Background: an optimization exercise with open tools, aiming at small area and a short achievable clock period. Do not read the settings as production practice.
At most, simulation tests tie the RTL to the original design; equivalence was not proved.
No activity file was given, so power comes from the tool's default toggle rates.

==> inputs of run a <==
==> flow/design.v <==
`timescale 1ns / 1ps
module rgb_to_grayscale(
    input clk,
    input rst,
    input [7:0] red_i,
    input [7:0] green_i,
    input [7:0] blue_i,
    input done_i,
    output reg [7:0] grayscale_o,
    output reg done_o
    );
reg [7:0] part_a;    
reg [4:0] part_b;    
reg [3:0] part_c;    
reg done_p;
always @(posedge clk) begin
    part_a  <= (red_i>>2) + (green_i>>1);
    part_b  <= (green_i>>4) + (blue_i>>4);
    part_c  <= (red_i>>5) + (blue_i>>5);
    grayscale_o <= part_a + part_b + part_c;
end
always @(posedge clk) begin
    if(rst) begin
        done_p <= 1'b0;
        done_o <= 1'b0;
    end else begin
        done_p <= done_i;
        done_o <= done_p;
    end
end
endmodule
`timescale 1ns / 1ps
module fifo_single_line_buffer #(parameter LEN = 322) (
    input clk,
    input we_i,
    input [7:0] data_i,
    output [8*LEN-1:0] data_o
    );
reg [8*LEN-1:0] line_data;
assign data_o = line_data;
always @(posedge clk) begin
    if(we_i) line_data <= {line_data[8*LEN-9:0], data_i};
end
endmodule
`timescale 1ns / 1ps
module fifo_double_line_buffer(
    input clk,
    input we_i,
    input [7:0] data_i,
    output [7:0] a0_o, a1_o, a2_o,
    output [7:0] m0_o, m2_o,
    output [7:0] d0_o, d1_o, d2_o
    );
localparam COLS = 160;
localparam LEN  = 2*COLS + 2;
wire [8*LEN-1:0] taps;
fifo_single_line_buffer #(.LEN(LEN)) FIFO_LINES(
    .clk(clk),
    .we_i(we_i),
    .data_i(data_i),
    .data_o(taps)
);
assign d2_o = data_i;
assign d1_o = taps[8*0 +: 8];
assign d0_o = taps[8*1 +: 8];
assign m2_o = taps[8*(COLS-1) +: 8];
assign m0_o = taps[8*(COLS+1) +: 8];
assign a2_o = taps[8*(2*COLS-1) +: 8];
assign a1_o = taps[8*(2*COLS) +: 8];
assign a0_o = taps[8*(2*COLS+1) +: 8];
endmodule
`timescale 1ns / 1ps
module sobel_data_modulate(
    input clk,
    input rst,
    input done_i,
    output done_o,
    output reg [8:0] keep_o
    );
localparam ROWS = 120;
localparam COLS = 160;
reg warm, primed;
reg [6:0] iRows;
reg [7:0] iCols;
assign done_o = done_i && primed;
wire col_last = (iCols == COLS - 1);
wire row_last = (iRows == ROWS - 1);
wire top_n = col_last ? row_last : (iRows == 0);
wire bot_n = col_last ? (iRows == ROWS - 2) : row_last;
wire lft_n = col_last;
wire rgt_n = (iCols == COLS - 2);
always @(posedge clk) begin
    if(rst) begin
        warm   <= 1'b0;
        primed <= 1'b0;
        iCols  <= 0;
    end else if(done_i) begin
        if(!warm && col_last)
            warm <= 1'b1;
        if(warm)
            primed <= 1'b1;
        if(!warm || primed)
            iCols <= col_last ? 8'd0 : iCols + 1;
    end
end
always @(posedge clk) begin
    if(rst) begin
        iRows <= 0;
        keep_o <= 9'b110_110_000;
    end else if(done_o) begin
        if(col_last)
            iRows <= row_last ? 7'd0 : iRows + 1;
        keep_o <= {~(bot_n | rgt_n), ~bot_n, ~(bot_n | lft_n),
                   ~rgt_n,           1'b1,   ~lft_n,
                   ~(top_n | rgt_n), ~top_n, ~(top_n | lft_n)};
    end
end
endmodule
`timescale 1ns / 1ps
module sobel_data_buffer(
    input clk,
    input rst,
    input [7:0] grayscale_i,
    input done_i,
    output [7:0] d0_o,
    output [7:0] d1_o,
    output [7:0] d2_o,
    output [7:0] d3_o,
    output [7:0] d5_o,
    output [7:0] d6_o,
    output [7:0] d7_o,
    output [7:0] d8_o,
    output done_o
    );
wire [7:0] a0, a1, a2, m0, m2, b0, b1, b2;
wire [8:0] keep;
fifo_double_line_buffer FIFO_DOUBLE_LINE_BUFFER(
    .clk(clk),
    .we_i(done_i),
    .data_i(grayscale_i),
    .a0_o(a0), .a1_o(a1), .a2_o(a2),
    .m0_o(m0), .m2_o(m2),
    .d0_o(b0), .d1_o(b1), .d2_o(b2)
);
sobel_data_modulate SOBEL_DATA_MODULATE(
    .clk(clk),
    .rst(rst),
    .done_i(done_i),
    .done_o(done_o),
    .keep_o(keep)
);
assign d0_o = a0 & {8{keep[0]}};
assign d1_o = a1 & {8{keep[1]}};
assign d2_o = a2 & {8{keep[2]}};
assign d3_o = m0 & {8{keep[3]}};
assign d5_o = m2 & {8{keep[5]}};
assign d6_o = b0 & {8{keep[6]}};
assign d7_o = b1 & {8{keep[7]}};
assign d8_o = b2 & {8{keep[8]}};
endmodule
`timescale 1ns / 1ps
module sobel_calc(
    input clk,
    input rst,
    input [7:0] d0_i,
    input [7:0] d1_i,
    input [7:0] d2_i,
    input [7:0] d3_i,
    input [7:0] d5_i,
    input [7:0] d6_i,
    input [7:0] d7_i,
    input [7:0] d8_i,
    input done_i,
    output sat_o,           
    output [7:0] mag_o,     
    output done_o
    );
reg signed [8:0] u, v, w, z;       
reg signed [9:0] uz, vz;           
reg signed [8:0] w2;
reg signed [10:0] s, d;            
reg s_big, d_big;                  
reg [4:0] s_abs, d_abs;            
reg [3:0] done_shift;
always @(posedge clk) begin
    u <= {1'b0, d0_i} - {1'b0, d8_i};
    v <= {1'b0, d2_i} - {1'b0, d6_i};
    w <= {1'b0, d3_i} - {1'b0, d5_i};
    z <= {1'b0, d1_i} - {1'b0, d7_i};
end
always @(posedge clk) begin
    uz <= u + z;
    vz <= v + z;
    w2 <= w;
end
always @(posedge clk) begin
    s <= uz + w2;
    d <= w2 - vz;
end
wire [10:0] s_neg = -s;
wire [10:0] d_neg = -d;
always @(posedge clk) begin
    s_big <= (s >= 11'sd30) || (s <= -11'sd30);
    d_big <= (d >= 11'sd30) || (d <= -11'sd30);
    s_abs <= s[10] ? s_neg[4:0] : s[4:0];
    d_abs <= d[10] ? d_neg[4:0] : d[4:0];
end
wire [4:0] m_abs = (s_abs >= d_abs) ? s_abs : d_abs;
assign sat_o = s_big | d_big;
assign mag_o = {2'b00, m_abs, 1'b0};
always @(posedge clk) begin
    if(rst) done_shift <= 4'b0000;
    else    done_shift <= {done_shift[2:0], done_i};
end
assign done_o = done_shift[3];
endmodule
`timescale 1ns / 1ps
module sobel_kernel(
    input clk,
    input rst,
    input [7:0] grayscale_i,
    input done_i,
    output sat_o,
    output [7:0] mag_o,
    output done_o
    );
wire [7:0] d0, d1, d2, d3, d5, d6, d7, d8;
wire win_done;
sobel_data_buffer SOBEL_DATA_BUFFER(
    .clk(clk),
    .rst(rst),
    .grayscale_i(grayscale_i),
    .done_i(done_i),
    .d0_o(d0), .d1_o(d1), .d2_o(d2), .d3_o(d3),
    .d5_o(d5), .d6_o(d6), .d7_o(d7), .d8_o(d8),
    .done_o(win_done)
);
sobel_calc SOBEL_CALC(
    .clk(clk),
    .rst(rst),
    .d0_i(d0), .d1_i(d1), .d2_i(d2), .d3_i(d3),
    .d5_i(d5), .d6_i(d6), .d7_i(d7), .d8_i(d8),
    .done_i(win_done),
    .sat_o(sat_o),
    .mag_o(mag_o),
    .done_o(done_o)
);
endmodule
`timescale 1ns / 1ps
module grayscale_to_rgb(
    input clk,
    input rst,
    input sat_i,
    input [7:0] mag_i,
    input done_i,
    output reg [7:0] red_o,
    output reg [7:0] green_o,
    output reg [7:0] blue_o,
    output reg done_o
    );
wire [7:0] result = sat_i ? 8'd225 : mag_i;
always @(posedge clk) begin
    red_o   <= result;
    green_o <= done_i ? result : 8'd0;
    blue_o  <= done_i ? result : 8'd255;
end
always @(posedge clk) begin
    if(rst) done_o <= 1'b0;
    else    done_o <= done_i;
end
endmodule
`timescale 1ns / 1ps
module sobel_mod(
    input clk,
    input rst,
    input [7:0] cam_red_i,
    input [7:0] cam_green_i,
    input [7:0] cam_blue_i,
    input cam_done_i,
    output [7:0] sobel_red_o,
    output [7:0] sobel_green_o,
    output [7:0] sobel_blue_o,
    output sobel_done_o
    );
wire [7:0] sobel_grayscale_i;
wire sobel_grayscale_i_done;
wire sobel_sat;
wire [7:0] sobel_mag;
wire sobel_grayscale_o_done;
rgb_to_grayscale RGB_TO_GRAYSCALE(
    .clk(clk),
    .rst(rst),
    .red_i(cam_red_i),
    .green_i(cam_green_i),
    .blue_i(cam_blue_i),
    .done_i(cam_done_i),
    .grayscale_o(sobel_grayscale_i),
    .done_o(sobel_grayscale_i_done)
);
sobel_kernel SOBEL_KERNEL(
    .clk(clk),
    .rst(rst),
    .grayscale_i(sobel_grayscale_i),
    .done_i(sobel_grayscale_i_done),
    .sat_o(sobel_sat),
    .mag_o(sobel_mag),
    .done_o(sobel_grayscale_o_done)
);
grayscale_to_rgb GRAYSCALE_TO_RGB(
    .clk(clk),
    .rst(rst),
    .sat_i(sobel_sat),
    .mag_i(sobel_mag),
    .done_i(sobel_grayscale_o_done),
    .red_o(sobel_red_o),
    .green_o(sobel_green_o),
    .blue_o(sobel_blue_o),
    .done_o(sobel_done_o)
);
endmodule
==> flow/flow/run.sh <==
#!/bin/bash
set -e
export CTS_ARGS="-sink_clustering_enable -repair_clock_nets -sink_clustering_size 27 -sink_clustering_max_diameter 100 -apply_ndr full"
bash standard.sh > standard_flow.log 2>&1
==> flow/standard.sh <==
#!/bin/bash
# synth_recipe.tcl (not shown) runs the flow's synth.tcl, then flattens the netlist and writes it again
# the make line also repeats each setting of config.mk as NAME=value (left out here)
make -C /OpenROAD-flow-scripts/flow DESIGN_CONFIG=/design/flow/config.mk WORK_HOME=/design/flow/orfs CLKGATE_MAP_FILE= SYNTH_SCRIPT=/design/flow/synth_recipe.tcl "${@:-finish}"
==> flow/config.mk <==
export PLATFORM = sky130hd
export DESIGN_NAME = sobel_mod
export DESIGN_NICKNAME = sobel_mod
export VERILOG_FILES = /design/flow/design.v
export SDC_FILE = /design/flow/constraint.sdc
export NUM_CORES = 4
export LEC_CHECK = 0
export CAP_MARGIN = 20
export CORE_MARGIN = 2
export CORE_UTILIZATION = 65
export CTS_CLUSTER_DIAMETER = 100
export CTS_CLUSTER_SIZE = 27
export PLACE_DENSITY = 0.75
export SETUP_SLACK_MARGIN = 3.5
export SLEW_MARGIN = 20
==> flow/constraint.sdc <==
create_clock -name core_clock -period 5.5 [get_ports {clk}]
set_input_delay 1.1000 -clock core_clock [delete_from_list [all_inputs] [get_ports {clk}]]
set_output_delay 1.1000 -clock core_clock [all_outputs]
set_load 0.01 [all_outputs]
==> run b (differences from run a) <==
==> flow/design.v, changed modules only <==
module rgb_to_grayscale(
    input clk,
    input rst,
    input [7:0] red_i,
    input [7:0] green_i,
    input [7:0] blue_i,
    input done_i,
    output reg [7:0] grayscale_o,
    output reg done_o
    );
reg [7:0] part_a;    
reg [5:0] part_b;    
reg done_p;
always @(posedge clk) begin
    part_a  <= (red_i>>2) + (green_i>>1);
    part_b  <= (red_i>>5) + (green_i>>4) + (blue_i>>4) + (blue_i>>5);
    grayscale_o <= part_a + part_b;
end
always @(posedge clk) begin
    if(rst) begin
        done_p <= 1'b0;
        done_o <= 1'b0;
    end else begin
        done_p <= done_i;
        done_o <= done_p;
    end
end
endmodule
module sobel_data_modulate(
    input clk,
    input rst,
    input done_i,
    output done_o,
    output reg [8:0] keep_o
    );
localparam ROWS = 120;
localparam COLS = 160;
reg [7:0] iCounter;    
reg [6:0] iRows;
reg [7:0] iCols;
assign done_o = done_i && (iCounter == COLS + 1);
wire col_last = (iCols == COLS - 1);
wire row_last = (iRows == ROWS - 1);
wire top_n = col_last ? row_last : (iRows == 0);
wire bot_n = col_last ? (iRows == ROWS - 2) : row_last;
wire lft_n = col_last;
wire rgt_n = (iCols == COLS - 2);
always @(posedge clk) begin
    if(rst) begin
        iCounter <= 0;
    end else if(done_i && iCounter != COLS + 1) begin
        iCounter <= iCounter + 1;
    end
end
always @(posedge clk) begin
    if(rst) begin
        iRows <= 0;
        iCols <= 0;
        keep_o <= 9'b110_110_000;
    end else if(done_o) begin
        iCols <= col_last ? 8'd0 : iCols + 1;
        if(col_last)
            iRows <= row_last ? 7'd0 : iRows + 1;
        keep_o <= {~(bot_n | rgt_n), ~bot_n, ~(bot_n | lft_n),
                   ~rgt_n,           1'b1,   ~lft_n,
                   ~(top_n | rgt_n), ~top_n, ~(top_n | lft_n)};
    end
end
endmodule
module sobel_calc(
    input clk,
    input rst,
    input [7:0] d0_i,
    input [7:0] d1_i,
    input [7:0] d2_i,
    input [7:0] d3_i,
    input [7:0] d5_i,
    input [7:0] d6_i,
    input [7:0] d7_i,
    input [7:0] d8_i,
    input done_i,
    output reg [7:0] grayscale_o,
    output done_o
    );
reg [8:0] s06, s28, s02, s68;
reg [7:0] r1, r3, r5, r7;
reg [9:0] gx_p, gx_n, gy_p, gy_n;
reg [9:0] gx_d, gy_d;
reg [10:0] g_sum;
reg [4:0] done_shift;
always @(posedge clk) begin
    s06 <= d0_i + d6_i;
    s28 <= d2_i + d8_i;
    s02 <= d0_i + d2_i;
    s68 <= d6_i + d8_i;
    r1  <= d1_i;
    r3  <= d3_i;
    r5  <= d5_i;
    r7  <= d7_i;
end
always @(posedge clk) begin
    gx_p <= s06 + {r3, 1'b0};
    gx_n <= s28 + {r5, 1'b0};
    gy_p <= s02 + {r1, 1'b0};
    gy_n <= s68 + {r7, 1'b0};
end
always @(posedge clk) begin
    gx_d <= (gx_p >= gx_n) ? (gx_p - gx_n) : (gx_n - gx_p);
    gy_d <= (gy_p >= gy_n) ? (gy_p - gy_n) : (gy_n - gy_p);
end
always @(posedge clk) begin
    g_sum <= gx_d + gy_d;
end
always @(posedge clk) begin
    grayscale_o <= (g_sum >= 11'd60) ? 8'd225 : {2'b00, g_sum[5:0]};
end
always @(posedge clk) begin
    if(rst) done_shift <= 5'b00000;
    else    done_shift <= {done_shift[3:0], done_i};
end
assign done_o = done_shift[4];
endmodule
module sobel_kernel(
    input clk,
    input rst,
    input [7:0] grayscale_i,
    input done_i,
    output [7:0] grayscale_o,
    output done_o
    );
wire [7:0] d0, d1, d2, d3, d5, d6, d7, d8;
wire win_done;
sobel_data_buffer SOBEL_DATA_BUFFER(
    .clk(clk),
    .rst(rst),
    .grayscale_i(grayscale_i),
    .done_i(done_i),
    .d0_o(d0), .d1_o(d1), .d2_o(d2), .d3_o(d3),
    .d5_o(d5), .d6_o(d6), .d7_o(d7), .d8_o(d8),
    .done_o(win_done)
);
sobel_calc SOBEL_CALC(
    .clk(clk),
    .rst(rst),
    .d0_i(d0), .d1_i(d1), .d2_i(d2), .d3_i(d3),
    .d5_i(d5), .d6_i(d6), .d7_i(d7), .d8_i(d8),
    .done_i(win_done),
    .grayscale_o(grayscale_o),
    .done_o(done_o)
);
endmodule
module grayscale_to_rgb(
    input [7:0] grayscale_i,
    input done_i,
    output [7:0] red_o,
    output [7:0] green_o,
    output [7:0] blue_o,
    output done_o
    );
assign red_o   = grayscale_i;
assign green_o = grayscale_i;
assign blue_o  = grayscale_i;
assign done_o  = done_i;
endmodule
module sobel_mod(
    input clk,
    input rst,
    input [7:0] cam_red_i,
    input [7:0] cam_green_i,
    input [7:0] cam_blue_i,
    input cam_done_i,
    output [7:0] sobel_red_o,
    output [7:0] sobel_green_o,
    output [7:0] sobel_blue_o,
    output sobel_done_o
    );
wire [7:0] sobel_grayscale_i;
wire sobel_grayscale_i_done;
wire [7:0] sobel_grayscale_o;
wire sobel_grayscale_o_done;
rgb_to_grayscale RGB_TO_GRAYSCALE(
    .clk(clk),
    .rst(rst),
    .red_i(cam_red_i),
    .green_i(cam_green_i),
    .blue_i(cam_blue_i),
    .done_i(cam_done_i),
    .grayscale_o(sobel_grayscale_i),
    .done_o(sobel_grayscale_i_done)
);
sobel_kernel SOBEL_KERNEL(
    .clk(clk),
    .rst(rst),
    .grayscale_i(sobel_grayscale_i),
    .done_i(sobel_grayscale_i_done),
    .grayscale_o(sobel_grayscale_o),
    .done_o(sobel_grayscale_o_done)
);
grayscale_to_rgb GRAYSCALE_TO_RGB(
    .grayscale_i(sobel_grayscale_o),
    .done_i(sobel_grayscale_o_done),
    .red_o(sobel_red_o),
    .green_o(sobel_green_o),
    .blue_o(sobel_blue_o),
    .done_o(sobel_done_o)
);
endmodule
==> flow/run.sh (new file) <==
#!/bin/bash
# synth_recipe.tcl (not shown) runs the flow's synth.tcl, then flattens the netlist and writes it again
# the make line also repeats each setting of config.mk as NAME=value (left out here)
make -C /OpenROAD-flow-scripts/flow DESIGN_CONFIG=/design/flow/config.mk WORK_HOME=/design/flow/orfs CLKGATE_MAP_FILE= SYNTH_SCRIPT=/design/flow/synth_recipe.tcl finish
Settings changed: CORE_UTILIZATION 65 to 40, CTS_CLUSTER_DIAMETER 100 to default, CTS_CLUSTER_SIZE 27 to default, PLACE_DENSITY 0.75 to 0.6, SETUP_SLACK_MARGIN 3.5 to 2.6.
removed: flow/flow/run.sh
removed: flow/standard.sh
==> comparison table <==
Outcome: run b timing/DRC/antenna clean; run a timing/DRC/antenna clean
Number of gates resized after cts: run b 15; run a 216
Leakage Power: run b 25.9 nW; run a 22.9 nW
Worst-case vdd ir drop: run b 0.314 mV; run a 0.370 mV
Relative slew slack: run b 0.319; run a 0.288
Overall global routing resource usage: run b 0.0949; run a 0.188
Launching element type of the critical path: run b primary input; run a flip-flop
Area of the die: run b 224000 um2; run a 135000 um2
Latest clock arrival within the worst-skew pair: run b 0.84 ns; run a 0.78 ns
Clk network pwr share: run b 0.391; run a 0.287
Number of cells traversed by the worst register-to-register path: run b 9; run a 8
Fin cells: run b 7082; run a 5554
Die outline width: run b 473 um; run a 368 um
Wire length on met1: run b 57500 um; run a 58600 um
Reg2Reg Setup Slack: run b 2.85 ns; run a 3.38 ns
Switching part of the total power: run b 0.212; run a 0.204
Total met2 wirelength after detailed routing: run b 44300 um; run a 64200 um
CTS Buf Count: run b 240; run a 112
Number of antenna violations at the first check in global routing: run b 5; run a 15
No functional check of the RTL was part of run b.

==> static timing again, ports no longer ideal <==
The flow's constraints put no driver on any port. The routed layouts listed below were extracted and timed again, unchanged, in two steps. Step 1, drivers: a clkbuf_16 drives clk and a buf_2 each remaining input, both assumed. Step 2 moves the port delays by t, midway between the first and last clock arrival at a register: inputs arrive t later, outputs are due t later. That takes back most of the time a late clock gives input paths. Three values: no drivers, after step 1, after step 2; two values: the first two.
| run | t, ns | setup slack, ns | clock arrival spread, ns | pins driven straight from the clock port |
|---|---|---|---|---|
| run a | 0.827 | 3.086 / 3.011 / 2.716 | 0.064 / 0.064 | 1 |
| run b | 0.871 | 2.597 / 2.640 / 1.775 | 0.101 / 0.101 | 1 |
After both steps every run listed still meets setup and hold. The setup slack of run b, which loses most, moves by +0.043 ns with the drivers and by -0.822 ns with both steps.
